Context: an optimization exercise on an open-source flow, tuned for small area. The choices shown serve that exercise and are no tape-out recipe.
At most, simulation tests tie the RTL to the original design; equivalence was not proved.
The flow treats the clock pin as an ideal source. Dropping or thinning the clock tree relies on that and would not hold on a real chip.
No activity file was given, so power comes from the tool's default toggle rates.

run 2:
// hitchhike_tx
module hitchhike_tx(
    clock,
    input_data,
    reset,
    trigger_signal,
    RSS_EN,
    clock_out,
    output_data_rate,
    output_signal,
    ref_signal,
    signal_into_switch
);
==> module hitchhike_tx, before the edit <==
module hitchhike_tx(
    clock,
    input_data,
    reset,
    trigger_signal,
    RSS_EN,
    clock_out,
    output_data_rate,
    output_signal,
    ref_signal,
    signal_into_switch
);
input        clock;
input  [9:0] input_data;
input        reset;
input        trigger_signal;
output       RSS_EN;
output       clock_out;
output       output_data_rate;
output       output_signal;
output       ref_signal;
output       signal_into_switch;
reg        ref_r;
reg  [4:0] c25;
reg        clko;
wire       c49    = ref_r & ~c25[0] & ~c25[1] & ~c25[3] & c25[4];    
wire [4:0] c25_n  = c49 ? 5'd0 : ref_r ? {c25[3:0], ~(c25[4] ^ c25[2])} : c25;
always @(posedge clock or negedge reset) begin
    if (!reset) begin
        ref_r <= 1'b0;
        c25   <= 5'd0;
        clko  <= 1'b0;
    end else begin
        ref_r <= ~ref_r;
        c25   <= c25_n;
        clko  <= clko ^ c49;
    end
end
reg  [5:0] phase;
reg  [8:0] hi;
reg  [2:0] t;
reg  [1:0] r;
reg  [2:0] bi;
reg        os;
wire rise  = ~ref_r;
wire en    = rise & trigger_signal;
wire clr   = rise & ~trigger_signal;
wire ph0   = ~phase[0] & ~phase[1] & ~phase[2] & ~phase[3] & ~phase[4];
wire ph1   = phase[0] & ~phase[1] & ~phase[2] & ~phase[3] & ~phase[4] & ~phase[5];
wire ph49  = phase[0] & ~phase[1] & ~phase[2] & phase[3] & ~phase[5];           
wire [5:0] phase_n = (clr | (en & ph49)) ? 6'd0 :
                     en ? {phase[4:0], ~(phase[5] ^ phase[4])} : phase;
wire s_449  = hi[1] & hi[0] & ~|hi[8:5] & r[1] & (&bi);
wire s_6001 = hi[5] & hi[3] & hi[0] & t[1] & ~t[0] & (&bi);
wire s_last = (&hi[8:6]) & (&hi[2:0]) & r[1] & bi[2] & bi[0];
wire se    = en & ph0;                                 
wire sclr  = clr | (se & s_last);
wire [2:0] bi_t = {bi_t[1:0] & bi[1:0], se};
wire bi_c  = bi_t[2] & bi[2];                          
wire r_c   = bi_c & r[1];                              
wire t_c   = r_c & t[2] & ~t[1];                       
wire [8:0] hi_t = {hi_t[7:0] & hi[7:0], t_c};
wire [2:0] bi_n = sclr ? 3'd6 : bi ^ bi_t;
wire [1:0] r_n  = (sclr | r_c) ? 2'd0 : bi_c ? {r[0], ~r[0] & ~r[1]} : r;
wire [2:0] t_n  = sclr ? 3'd0 : r_c ? {t[1:0], ~t[2]} : t;
wire [8:0] hi_n = sclr ? 9'd0 : hi ^ hi_t;
wire os_set = s_449 | (os & ~s_6001);
wire os_n   = clr ? 1'b0 : (se ? os_set : os);
always @(posedge clock or negedge reset) begin
    if (!reset) begin
        phase <= 6'd0;
        hi    <= 9'd0;
        t     <= 3'd0;
        r     <= 2'd0;
        bi    <= 3'd6;
        os    <= 1'b0;
    end else begin
        phase <= phase_n;
        hi    <= hi_n;
        t     <= t_n;
        r     <= r_n;
        bi    <= bi_n;
        os    <= os_n;
    end
end
localparam [7:0] A = 8'b10010010;
reg  [7:0] p;                                          
reg  [1:0] q;                                          
wire t_0 = ~t[2] & ~t[0];
wire t_1 =  t[0] & ~t[1];
wire t_2 =  t[1] & ~t[2];
wire t_3 =  t[2] &  t[0];
wire t_4 =  t[1] & ~t[0];
wire t_5 =  t[2] & ~t[1];
wire r0  = ~r[1] & ~r[0];                              
wire [7:0] bd = 8'b1 << bi;                            
wire f0 = t_3 & ~r0 | t_4 & r0;
wire f3 = t_3 & ~r0 | t_3 & r0 & (bi > 3'd4) | t_4 & r0 & (bi < 3'd5);
wire f7 = t_3 & ~r0 | t_3 & r0 & (bi != 3'd0) | t_4 & r0 & bd[0];
wire qq = t_4 & ~r0 | t_5 & r0;
wire g0 = qq & (bd[0] | bd[4] | bd[7]);
wire g1 = qq & (bd[3] | bd[6]) | t_4 & bd[7];
wire a_row = t_1 | t_2 | t_5 & ~r0;                    
wire cst = a_row & (bd[1] | bd[4] | bd[5] | bd[7] | bd[6] & ~(t_1 & r0))
         | t_5 & r0 & (bd[1] | bd[4] | bd[5] | bd[7])
         | (t_0 | t_3) & r0 & bd[6];
wire wbit = (f0 & p[7]) ^ (f3 & p[4]) ^ (f7 & p[0]) ^ (g0 & q[0]) ^ (g1 & q[1]) ^ cst;
reg        dr;
always @(posedge clock) begin
    if (rise & ~os & ~(ph0 & s_449)) begin
        p <= input_data[7:0];
        q <= input_data[9:8];
    end else if (rise & os & ph1) begin
        p <= {p[6:0], p[7]};
    end
end
always @(posedge clock or negedge reset) begin
    if (!reset)
        dr <= 1'b0;
    else if (rise)
        dr <= os & (dr ^ (ph1 & wbit));
end
assign RSS_EN             = 1'b1;
assign ref_signal         = ref_r;
assign clock_out          = clko;
assign output_signal      = os;
assign output_data_rate   = dr;
assign signal_into_switch = os ? ~(ref_r ^ dr) : ref_r;
endmodule
==> flow/config.mk <==
export PLATFORM = sky130hd
export DESIGN_NAME = hitchhike_tx
export DESIGN_NICKNAME = hitchhike_tx
export VERILOG_FILES = /design/flow/design.v
export SDC_FILE = /design/flow/constraint.sdc
export NUM_CORES = 4
export LEC_CHECK = 0
export CAP_MARGIN = 20
export CORE_MARGIN = 2
export CORE_UTILIZATION = 40
export SLEW_MARGIN = 20
==> flow/constraint.sdc <==
create_clock -name core_clock -period 5.0 [get_ports {clock}]
set_input_delay 1.0000 -clock core_clock [delete_from_list [all_inputs] [get_ports {clock}]]
set_output_delay 1.0000 -clock core_clock [all_outputs]
set_load 0.01 [all_outputs]
standard.sh (not shown) runs the stock make flow with config.mk's settings and CLKGATE_MAP_FILE= SYNTH_SCRIPT=/design/flow/synth_recipe.tcl, a recipe that flattens the netlist after the stock synthesis.
==> flow/flow/run.sh <==
#!/bin/bash
# Layout flow: the standard flow (standard.sh) with these changes:
# - ports are buffered with buf_1 instead of the resizer's default choice;
# - clock tree synthesis inserts no dummy loads, and after it the clock tree
#   is replaced by 2 to 4 leaf buffers fed from the clock port, the smallest
#   set that keeps the flip-flops' clock-pin slew low (flow/post_cts.tcl).
# Each tool's output goes to a log_*.txt file in the work folder.
set -euo pipefail
W=$PWD
F=$W/flow
RES=$W/orfs/results/${FLOW_PLATFORM}/hitchhike_tx/base
LIB=$FLOW_HOME/platforms/${FLOW_PLATFORM}/lib/sky130_fd_sc_hd__tt_025C_1v80.lib
Y=$(command -v yosys || echo "$FLOW_HOME/../tools/install/yosys/bin/yosys")

export BUFFER_PORTS_ARGS="-buffer_cell sky130_fd_sc_hd__buf_1"
export POST_CTS_TCL="$F/post_cts.tcl"
export CLOCK_SLEW_TARGET_PS=110
export CTS_ARGS="-sink_clustering_enable -repair_clock_nets -dont_use_dummy_load -buf_list sky130_fd_sc_hd__clkbuf_8"

bash standard.sh synth > log_synth.txt 2>&1

cp "$RES/1_2_yosys.v" "$W/netlist_standard.v"
DONTUSE=$(grep -o 'cell *( *"\?sky130_fd_sc_hd__\(lpflow_[a-z0-9_]*\|probe[a-z0-9_]*\)' "$LIB" | sed 's/.*(\s*"\?//; s/^/-dont_use /' | sort -u | tr '\n' ' ')

# ABC scripts, one per line; each is tried and the smallest equivalent
# result is kept.
A="strash; dch -f; amap"
B="strash; dc2; dch -f; amap"
{
  echo "$A; $B; $A; topo"
  echo "$A; $A; $A; $A; $A; topo"
  echo "$A; $B; $A; strash; dch -f; map -a; $A; topo"
  for s in $(seq 1 16); do
    echo "strash; &get -n; &deepsyn -T 30 -S $s; &put; $A; $A; $A; topo"
  done
} > "$W/abc_scripts.txt"

remap_one() {
  local i=$1 script=$2 in=${3:-$W/netlist_standard.v}
  echo "$script" | tr ';' '\n' > "$W/abc_$i.script"
  sed -e "s#{LIB}#$LIB#g" -e "s#{IN}#$in#" -e "s#{OUT}#$W/netlist_remap_$i.v#" \
      -e "s#{TOP}#$FLOW_TOP#" -e "s#{DONTUSE}#$DONTUSE#" -e "s#{SCRIPT}#$W/abc_$i.script#" "$F/remap.ys" > "$W/remap_run_$i.ys"
  sed -e "s#{LIB}#$LIB#g" -e "s#{GOLD}#$W/netlist_standard.v#" -e "s#{GATE}#$W/netlist_remap_$i.v#" \
      -e "s#{TOP}#$FLOW_TOP#g" "$F/equiv.ys" > "$W/equiv_run_$i.ys"
  if "$Y" -l "$W/log_remap_$i.txt" -q "$W/remap_run_$i.ys" > /dev/null 2>&1 \
     && ! grep -q 'is unknown' "$W/log_remap_$i.txt" \
     && ! grep -q '^ *assign .*[&|^~]' "$W/netlist_remap_$i.v" \
     && "$Y" -l "$W/log_equiv_$i.txt" -q "$W/equiv_run_$i.ys" > /dev/null 2>&1; then
    grep 'Chip area' "$W/log_remap_$i.txt" | awk '{print $NF}' > "$W/area_$i.txt"
  fi
}

# run the scripts NUM_CORES at a time
jobs_max=${NUM_CORES:-4}
n=0
while IFS= read -r script; do
  remap_one "$n" "$script" &
  n=$((n + 1))
  if (( n % jobs_max == 0 )); then wait; fi
done < "$W/abc_scripts.txt"
wait

best=""
best_area=""
for ((i = 0; i < n; i++)); do
  if [[ -s "$W/area_$i.txt" ]]; then
    area=$(cat "$W/area_$i.txt")
    echo "script $i: area $area"
    if [[ -z "$best" ]] || awk "BEGIN{exit !($area < $best_area)}"; then
      best=$i; best_area=$area
    fi
  else
    echo "script $i: failed, left gates unmapped, or not equivalent"
  fi
done

if [[ -n "$best" ]]; then
  first=$n
  for s in $(seq 1 8); do
    remap_one "$n" "strash; &get -n; &deepsyn -T 30 -S $s; &put; $A; $A; $A; topo" "$W/netlist_remap_$best.v" &
    n=$((n + 1))
    if (( (n - first) % jobs_max == 0 )); then wait; fi
  done
  wait
  for ((i = first; i < n; i++)); do
    if [[ -s "$W/area_$i.txt" ]]; then
      area=$(cat "$W/area_$i.txt")
      echo "script $i (second round): area $area"
      if awk "BEGIN{exit !($area < $best_area)}"; then
        best=$i; best_area=$area
      fi
    else
      echo "script $i (second round): failed, left gates unmapped, or not equivalent"
    fi
  done
fi

if [[ -n "$best" ]]; then
  cp "$W/netlist_remap_$best.v" "$RES/1_2_yosys.v"
  rm -f "$RES/1_synth.odb" "$RES/1_synth.sdc"
  echo "using re-mapped netlist $best ($best_area um2)"
else
  echo "no re-mapped netlist: using the standard netlist"
fi

bash standard.sh > log_layout.txt 2>&1
Other scripts of this flow, unchanged in this note and not shown: flow/flow/equiv.ys, flow/flow/post_cts.tcl, flow/flow/rebuild_clock.tcl, flow/flow/remap.ys
The following lists how run 3 was set up differently from run 2:
--- a/flow/design.v
+++ b/flow/design.v
@@ -21,12 +21,13 @@
 output       ref_signal;
 output       signal_into_switch;
 reg        ref_r;
 reg  [4:0] c25;
 reg        clko;
-wire       c49    = ref_r & ~c25[0] & ~c25[1] & ~c25[3] & c25[4];    
-wire [4:0] c25_n  = c49 ? 5'd0 : ref_r ? {c25[3:0], ~(c25[4] ^ c25[2])} : c25;
+wire       c49    = ref_r & c25[4] & c25[3];           
+wire [4:0] c25_t  = {c25_t[3:0] & c25[3:0], ref_r};    
+wire [4:0] c25_n  = c49 ? 5'd0 : c25 ^ c25_t;
 always @(posedge clock or negedge reset) begin
     if (!reset) begin
         ref_r <= 1'b0;
         c25   <= 5'd0;
         clko  <= 1'b0;
@@ -43,15 +44,16 @@
 reg  [2:0] bi;
 reg        os;
 wire rise  = ~ref_r;
 wire en    = rise & trigger_signal;
 wire clr   = rise & ~trigger_signal;
-wire ph0   = ~phase[0] & ~phase[1] & ~phase[2] & ~phase[3] & ~phase[4];
-wire ph1   = phase[0] & ~phase[1] & ~phase[2] & ~phase[3] & ~phase[4] & ~phase[5];
-wire ph49  = phase[0] & ~phase[1] & ~phase[2] & phase[3] & ~phase[5];           
-wire [5:0] phase_n = (clr | (en & ph49)) ? 6'd0 :
-                     en ? {phase[4:0], ~(phase[5] ^ phase[4])} : phase;
+wire ph_z  = ~|phase[5:1];
+wire ph0   = ph_z & ~phase[0];
+wire ph1   = ph_z &  phase[0];
+wire ph49  = phase[5] & phase[4] & phase[0];           
+wire [5:0] ph_t = {ph_t[4:0] & phase[4:0], en};
+wire [5:0] phase_n = (clr | (en & ph49)) ? 6'd0 : phase ^ ph_t;
 wire s_449  = hi[1] & hi[0] & ~|hi[8:5] & r[1] & (&bi);
 wire s_6001 = hi[5] & hi[3] & hi[0] & t[1] & ~t[0] & (&bi);
 wire s_last = (&hi[8:6]) & (&hi[2:0]) & r[1] & bi[2] & bi[0];
 wire se    = en & ph0;                                 
 wire sclr  = clr | (se & s_last);
==> results.txt <==
Run 3 vs. run 2: layout net count saw a decrease; largest voltage drop on the vdd net now smaller; worst-case headroom to the max-slew limit flat; routed wire length now smaller.
Cmp run 2 and run 3 / largest fanout on the critical path / higher: run 2
Run 3: done, clean on timing, DRC and antenna
Compared with run 2, in run 3 relative contribution of combinational cells to total power now sits higher, combined area of all synthesized cells fell about 0.5%, area growth from synthesis to layout went down, global-route wire length before repair shrank by 450 um.
Run comparison: run 2 leading cell type in the layout, fill and taps excluded sky130_fd_sc_hd__clkinv_1; run 3 leading cell type in the layout, fill and taps excluded sky130_fd_sc_hd__nor2_1
From run 2 to run 3 the numbers moved as follows: setup slack went up by 180 ps, met3 routed wirelength went down by about 50%.
Run 3 ends up with a design area that is about 0.8% lower than in run 2.
Going from run 2 to run 3, via count of the first global-routing pass shrinks by 8.0%.
Between run 2 and run 3, the clock share of power is higher for run 2.
No functional check of the RTL was part of run 2. No run of this note takes its clock network from TritonCTS; it comes from the design's own scripts or RTL.

hitchhike_tx, a different RTL version from the one above (not shown whole).
Size: about 2100 µm² of cells after synthesis.
==> module hitchhike_tx, before the edit <==
module hitchhike_tx(
    clock,
    input_data,
    reset,
    trigger_signal,
    RSS_EN,
    clock_out,
    output_data_rate,
    output_signal,
    ref_signal,
    signal_into_switch
);
input        clock;
input  [9:0] input_data;
input        reset;
input        trigger_signal;
output       RSS_EN;
output       clock_out;
output       output_data_rate;
output       output_signal;
output       ref_signal;
output       signal_into_switch;
reg        ref_r;
reg  [4:0] c25;
reg        clko;
wire       c49    = ref_r & c25[4] & c25[3];           
wire [4:0] c25_t  = {c25_t[3:0] & c25[3:0], ref_r};    
wire [4:0] c25_n  = c49 ? 5'd0 : c25 ^ c25_t;
always @(posedge clock or negedge reset) begin
    if (!reset) begin
        ref_r <= 1'b0;
        c25   <= 5'd0;
        clko  <= 1'b0;
    end else begin
        ref_r <= ~ref_r;
        c25   <= c25_n;
        clko  <= clko ^ c49;
    end
end
reg  [5:0] phase;
reg  [8:0] hi;
reg  [2:0] t;
reg  [1:0] r;
reg  [2:0] bi;
reg        os;
wire rise  = ~ref_r;
wire en    = rise & trigger_signal;
wire clr   = rise & ~trigger_signal;
wire ph_z  = ~|phase[5:1];
wire ph0   = ph_z & ~phase[0];
wire ph1   = ph_z &  phase[0];
wire ph49  = phase[5] & phase[4] & phase[0];           
wire [5:0] ph_t = {ph_t[4:0] & phase[4:0], en};
wire [5:0] phase_n = (clr | (en & ph49)) ? 6'd0 : phase ^ ph_t;
wire s_449  = (hi == 9'd3) & ~t[2] & ~t[0] & r[1] & (&bi);
wire s_6001 = hi[5] & hi[3] & hi[0] & t[1] & ~t[0] & (&bi);
wire s_last = (&hi[8:6]) & (&hi[2:0]) & r[1] & bi[2] & bi[0];
wire se    = en & ph0;                                 
wire sclr  = clr | (se & s_last);
wire [2:0] bi_t = {bi_t[1:0] & bi[1:0], se};
wire bi_c  = bi_t[2] & bi[2];                          
wire r_c   = bi_c & r[1];                              
wire t_c   = r_c & t[2] & ~t[1];                       
wire [8:0] hi_t = {hi_t[7:0] & hi[7:0], t_c};
wire [2:0] bi_n = sclr ? 3'd6 : bi ^ bi_t;
wire [1:0] r_n  = (sclr | r_c) ? 2'd0 : bi_c ? {r[0], ~r[0] & ~r[1]} : r;
wire [2:0] t_n  = sclr ? 3'd0 : r_c ? {t[1:0], ~t[2]} : t;
wire [8:0] hi_n = sclr ? 9'd0 : hi ^ hi_t;
wire os_set = s_449 | (os & ~s_6001);
wire os_n   = clr ? 1'b0 : (se ? os_set : os);
always @(posedge clock or negedge reset) begin
    if (!reset) begin
        phase <= 6'd0;
        hi    <= 9'd0;
        t     <= 3'd0;
        r     <= 2'd0;
        bi    <= 3'd6;
        os    <= 1'b0;
    end else begin
        phase <= phase_n;
        hi    <= hi_n;
        t     <= t_n;
        r     <= r_n;
        bi    <= bi_n;
        os    <= os_n;
    end
end
localparam [7:0] A = 8'b10010010;
reg  [9:0] pq;                                         
function [7:0] tbyte;
    input [2:0] tj;
    begin
        if (tj[2] & tj[0])        tbyte = pq[7:0];           
        else if (tj[1] & ~tj[0])  tbyte = {6'b0, pq[9:8]};   
        else if (~tj[2] & ~tj[0]) tbyte = 8'h00;             
        else                      tbyte = A;
    end
endfunction
wire [2:0] t_back = {~t[0], t[2:1]};
wire [7:0] cb = tbyte(t);
wire [7:0] pb = (r == 2'd0) ? tbyte(t_back) : cb;
wire [15:0] win = {pb, cb};                            
wire [3:0] pos  = {1'b1, bi};                          
wire tap1 = win[4'd15 - (pos - 4'd1)];
wire tap5 = win[4'd15 - (pos - 4'd5)];
wire tap8 = win[4'd15 - (pos - 4'd8)];
wire wbit = tap1 ^ tap5 ^ tap8;
reg        dr;
always @(posedge clock) begin
    if (rise & ~os & ~(ph0 & s_449))
        pq <= input_data;
end
always @(posedge clock or negedge reset) begin
    if (!reset)
        dr <= 1'b0;
    else if (rise)
        dr <= os & (dr ^ (ph1 & wbit));
end
assign RSS_EN             = 1'b1;
assign ref_signal         = ref_r;
assign clock_out          = clko;
assign output_signal      = os;
assign output_data_rate   = dr;
assign signal_into_switch = os ? ~(ref_r ^ dr) : ref_r;
endmodule
==> flow/config.mk <==
export PLATFORM = sky130hd
export DESIGN_NAME = hitchhike_tx
export DESIGN_NICKNAME = hitchhike_tx
export VERILOG_FILES = /design/flow/design.v
export SDC_FILE = /design/flow/constraint.sdc
export NUM_CORES = 4
export LEC_CHECK = 0
export CAP_MARGIN = 20
export CORE_MARGIN = 2
export CORE_UTILIZATION = 40
export SLEW_MARGIN = 20
==> flow/constraint.sdc <==
create_clock -name core_clock -period 5.0 [get_ports {clock}]
set_input_delay 1.0000 -clock core_clock [delete_from_list [all_inputs] [get_ports {clock}]]
set_output_delay 1.0000 -clock core_clock [all_outputs]
set_load 0.01 [all_outputs]
==> flow/flow/run.sh <==
#!/bin/bash
# Layout flow: the standard flow (standard.sh) with these changes:
# - after the standard synthesis, Yosys/ABC re-map the combinational logic
#   for area (flip-flops and their names are kept; the result is checked
#   for equivalence with the standard netlist, and dropped if that fails);
# - ports are buffered with buf_1 instead of the resizer's default choice;
# - clock tree synthesis inserts no dummy loads, and after it the clock tree
#   is replaced by 2 to 4 leaf buffers fed from the clock port, the smallest
#   set that keeps the flip-flops' clock-pin slew low (flow/post_cts.tcl).
set -euo pipefail
W=$PWD
F=$W/flow
RES=$W/orfs/results/${FLOW_PLATFORM}/hitchhike_tx/base
LIB=$FLOW_HOME/platforms/${FLOW_PLATFORM}/lib/sky130_fd_sc_hd__tt_025C_1v80.lib
Y=$(command -v yosys || echo "$FLOW_HOME/../tools/install/yosys/bin/yosys")

export BUFFER_PORTS_ARGS="-buffer_cell sky130_fd_sc_hd__buf_1"
export POST_CTS_TCL="$F/post_cts.tcl"
export CLOCK_SLEW_TARGET_PS=110
export CTS_ARGS="-sink_clustering_enable -repair_clock_nets -dont_use_dummy_load -buf_list sky130_fd_sc_hd__clkbuf_8"

bash standard.sh synth > log_synth.txt 2>&1

cp "$RES/1_2_yosys.v" "$W/netlist_standard.v"
DONTUSE=$(grep -o 'cell *( *"\?sky130_fd_sc_hd__\(lpflow_[a-z0-9_]*\|probe[a-z0-9_]*\)' "$LIB" | sed 's/.*(\s*"\?//; s/^/-dont_use /' | sort -u | tr '\n' ' ')
# Several ABC scripts; keep the smallest result that is equivalent.
SCRIPTS=(
  "+strash;dch,-f;amap;strash;dc2;dch,-f;amap;strash;dch,-f;amap;topo"
  "+strash;dch,-f;amap;topo"
  "+strash;dc2;dch,-f;amap;topo"
  "+strash;dch,-f;map,-a;amap;topo"
  "+strash;dch,-f;amap;strash;dch,-f;amap;topo"
  "+strash;dch,-f;amap;strash;dch,-f;amap;strash;dch,-f;amap;strash;dch,-f;amap;strash;dch,-f;amap;topo"
  "+strash;dch,-f;amap;strash;dc2;dch,-f;amap;strash;dch,-f;amap;strash;dch,-f;map,-a;strash;dch,-f;amap;topo"
)
best=""
best_area=""
for i in "${!SCRIPTS[@]}"; do
  sed -e "s#{LIB}#$LIB#g" -e "s#{IN}#$W/netlist_standard.v#" -e "s#{OUT}#$W/netlist_remap_$i.v#" \
      -e "s#{TOP}#$FLOW_TOP#" -e "s#{DONTUSE}#$DONTUSE#" -e "s#{SCRIPT}#${SCRIPTS[$i]}#" "$F/remap.ys" > "$W/remap_run_$i.ys"
  sed -e "s#{LIB}#$LIB#g" -e "s#{GOLD}#$W/netlist_standard.v#" -e "s#{GATE}#$W/netlist_remap_$i.v#" \
      -e "s#{TOP}#$FLOW_TOP#g" "$F/equiv.ys" > "$W/equiv_run_$i.ys"
  if "$Y" -l "$W/log_remap_$i.txt" -q "$W/remap_run_$i.ys" > /dev/null 2>&1 \
     && "$Y" -l "$W/log_equiv_$i.txt" -q "$W/equiv_run_$i.ys" > /dev/null 2>&1; then
    area=$(grep 'Chip area' "$W/log_remap_$i.txt" | awk '{print $NF}')
    echo "script $i: area $area"
    if [[ -z "$best" ]] || awk "BEGIN{exit !($area < $best_area)}"; then
      best=$i; best_area=$area
    fi
  else
    echo "script $i: failed or not equivalent"
  fi
done
if [[ -n "$best" ]]; then
  cp "$W/netlist_remap_$best.v" "$RES/1_2_yosys.v"
  rm -f "$RES/1_synth.odb" "$RES/1_synth.sdc"
  echo "using re-mapped netlist $best ($best_area um2)"
else
  echo "no re-mapped netlist: using the standard netlist"
fi

bash standard.sh > log_layout.txt 2>&1
Other scripts of this flow, unchanged in this note and not shown: flow/flow/equiv.ys, flow/flow/post_cts.tcl, flow/flow/rebuild_clock.tcl, flow/flow/remap.ys
==> next run, changes <==
--- a/flow/design.v
+++ b/flow/design.v
@@ -85,31 +85,37 @@
         os    <= os_n;
     end
 end
 localparam [7:0] A = 8'b10010010;
-reg  [9:0] pq;                                         
-function [7:0] tbyte;
-    input [2:0] tj;
-    begin
-        if (tj[2] & tj[0])        tbyte = pq[7:0];           
-        else if (tj[1] & ~tj[0])  tbyte = {6'b0, pq[9:8]};   
-        else if (~tj[2] & ~tj[0]) tbyte = 8'h00;             
-        else                      tbyte = A;
-    end
-endfunction
-wire [2:0] t_back = {~t[0], t[2:1]};
-wire [7:0] cb = tbyte(t);
-wire [7:0] pb = (r == 2'd0) ? tbyte(t_back) : cb;
-wire [15:0] win = {pb, cb};                            
-wire [3:0] pos  = {1'b1, bi};                          
-wire tap1 = win[4'd15 - (pos - 4'd1)];
-wire tap5 = win[4'd15 - (pos - 4'd5)];
-wire tap8 = win[4'd15 - (pos - 4'd8)];
-wire wbit = tap1 ^ tap5 ^ tap8;
+reg  [7:0] p;                                          
+reg  [1:0] q;                                          
+wire t_0 = ~t[2] & ~t[0];
+wire t_1 =  t[0] & ~t[1];
+wire t_2 =  t[1] & ~t[2];
+wire t_3 =  t[2] &  t[0];
+wire t_4 =  t[1] & ~t[0];
+wire t_5 =  t[2] & ~t[1];
+wire r0  = ~r[1] & ~r[0];                              
+wire [7:0] bd = 8'b1 << bi;                            
+wire f0 = t_3 & ~r0 | t_4 & r0;
+wire f3 = t_3 & ~r0 | t_3 & r0 & (bi > 3'd4) | t_4 & r0 & (bi < 3'd5);
+wire f7 = t_3 & ~r0 | t_3 & r0 & (bi != 3'd0) | t_4 & r0 & bd[0];
+wire qq = t_4 & ~r0 | t_5 & r0;
+wire g0 = qq & (bd[0] | bd[4] | bd[7]);
+wire g1 = qq & (bd[3] | bd[6]) | t_4 & bd[7];
+wire a_row = t_1 | t_2 | t_5 & ~r0;                    
+wire cst = a_row & (bd[1] | bd[4] | bd[5] | bd[7] | bd[6] & ~(t_1 & r0))
+         | t_5 & r0 & (bd[1] | bd[4] | bd[5] | bd[7])
+         | (t_0 | t_3) & r0 & bd[6];
+wire wbit = (f0 & p[7]) ^ (f3 & p[4]) ^ (f7 & p[0]) ^ (g0 & q[0]) ^ (g1 & q[1]) ^ cst;
 reg        dr;
 always @(posedge clock) begin
-    if (rise & ~os & ~(ph0 & s_449))
-        pq <= input_data;
+    if (rise & ~os & ~(ph0 & s_449)) begin
+        p <= input_data[7:0];
+        q <= input_data[9:8];
+    end else if (rise & os & ph1) begin
+        p <= {p[6:0], p[7]};
+    end
 end
 always @(posedge clock or negedge reset) begin
     if (!reset)
         dr <= 1'b0;
After rerunning: The changed run went through all stages and came out clean. Die area fell by a few percent. Cell area is lower by a few percent. Register-to-register slack improved by 100 ps. Critical path depth stays the same. Sequential share of layout area is higher by 1.4 points. Maximum frequency increases by a few percent. Power is higher by a few percent. Worst hold slack gains 3.3 ps. Cell count shrinks by a few percent. Wire length shrinks by a few percent. First-iteration DRC count goes up by a quarter to a third. Worst setup slack improved by 98 ps. Combinational power goes up by about a fifth.
No run of this note takes its clock network from TritonCTS; it comes from the design's own scripts or RTL.

==> port drivers added, routing unchanged <==
In the flow no input, the clock included, has a driving cell. The finished layouts below were timed again as built, in two steps.
Step 1 assumes that a clkbuf_16 drives the clock port and a buf_2 every other input.
Step 2 moves the port delays by t, midway between the first and last clock arrival at a register: inputs arrive t later, outputs are due t later. That takes back most of the time a late clock gives input paths.
Slacks: ideal / step 1 / step 2; pairs: ideal / step 1.
run	t (ns)	slack for setup (ns)	hold WS [ns]	worst register clock-pin slew, ns	worst data-port slew with drivers (ns)
run 2	0.190	1.671 / 1.671 / 1.671	0.495 / 0.495 / 0.495	0.09 / 0.09	0.03
run 3	0.194	1.855 / 1.855 / 1.855	0.471 / 0.471 / 0.471	0.09 / 0.09	0.03
the first run of note 2	0.192	1.553 / 1.575 / 1.383	0.470 / 0.470 / 0.470	0.09 / 0.09	0.03
the second run of note 2	0.192	1.651 / 1.672 / 1.480	0.473 / 0.473 / 0.473	0.09 / 0.09	0.03
After both steps every run listed still meets setup and hold. The setup slack of the second run of note 2, which loses most, moves by +0.021 ns with the drivers and by -0.171 ns with both steps.
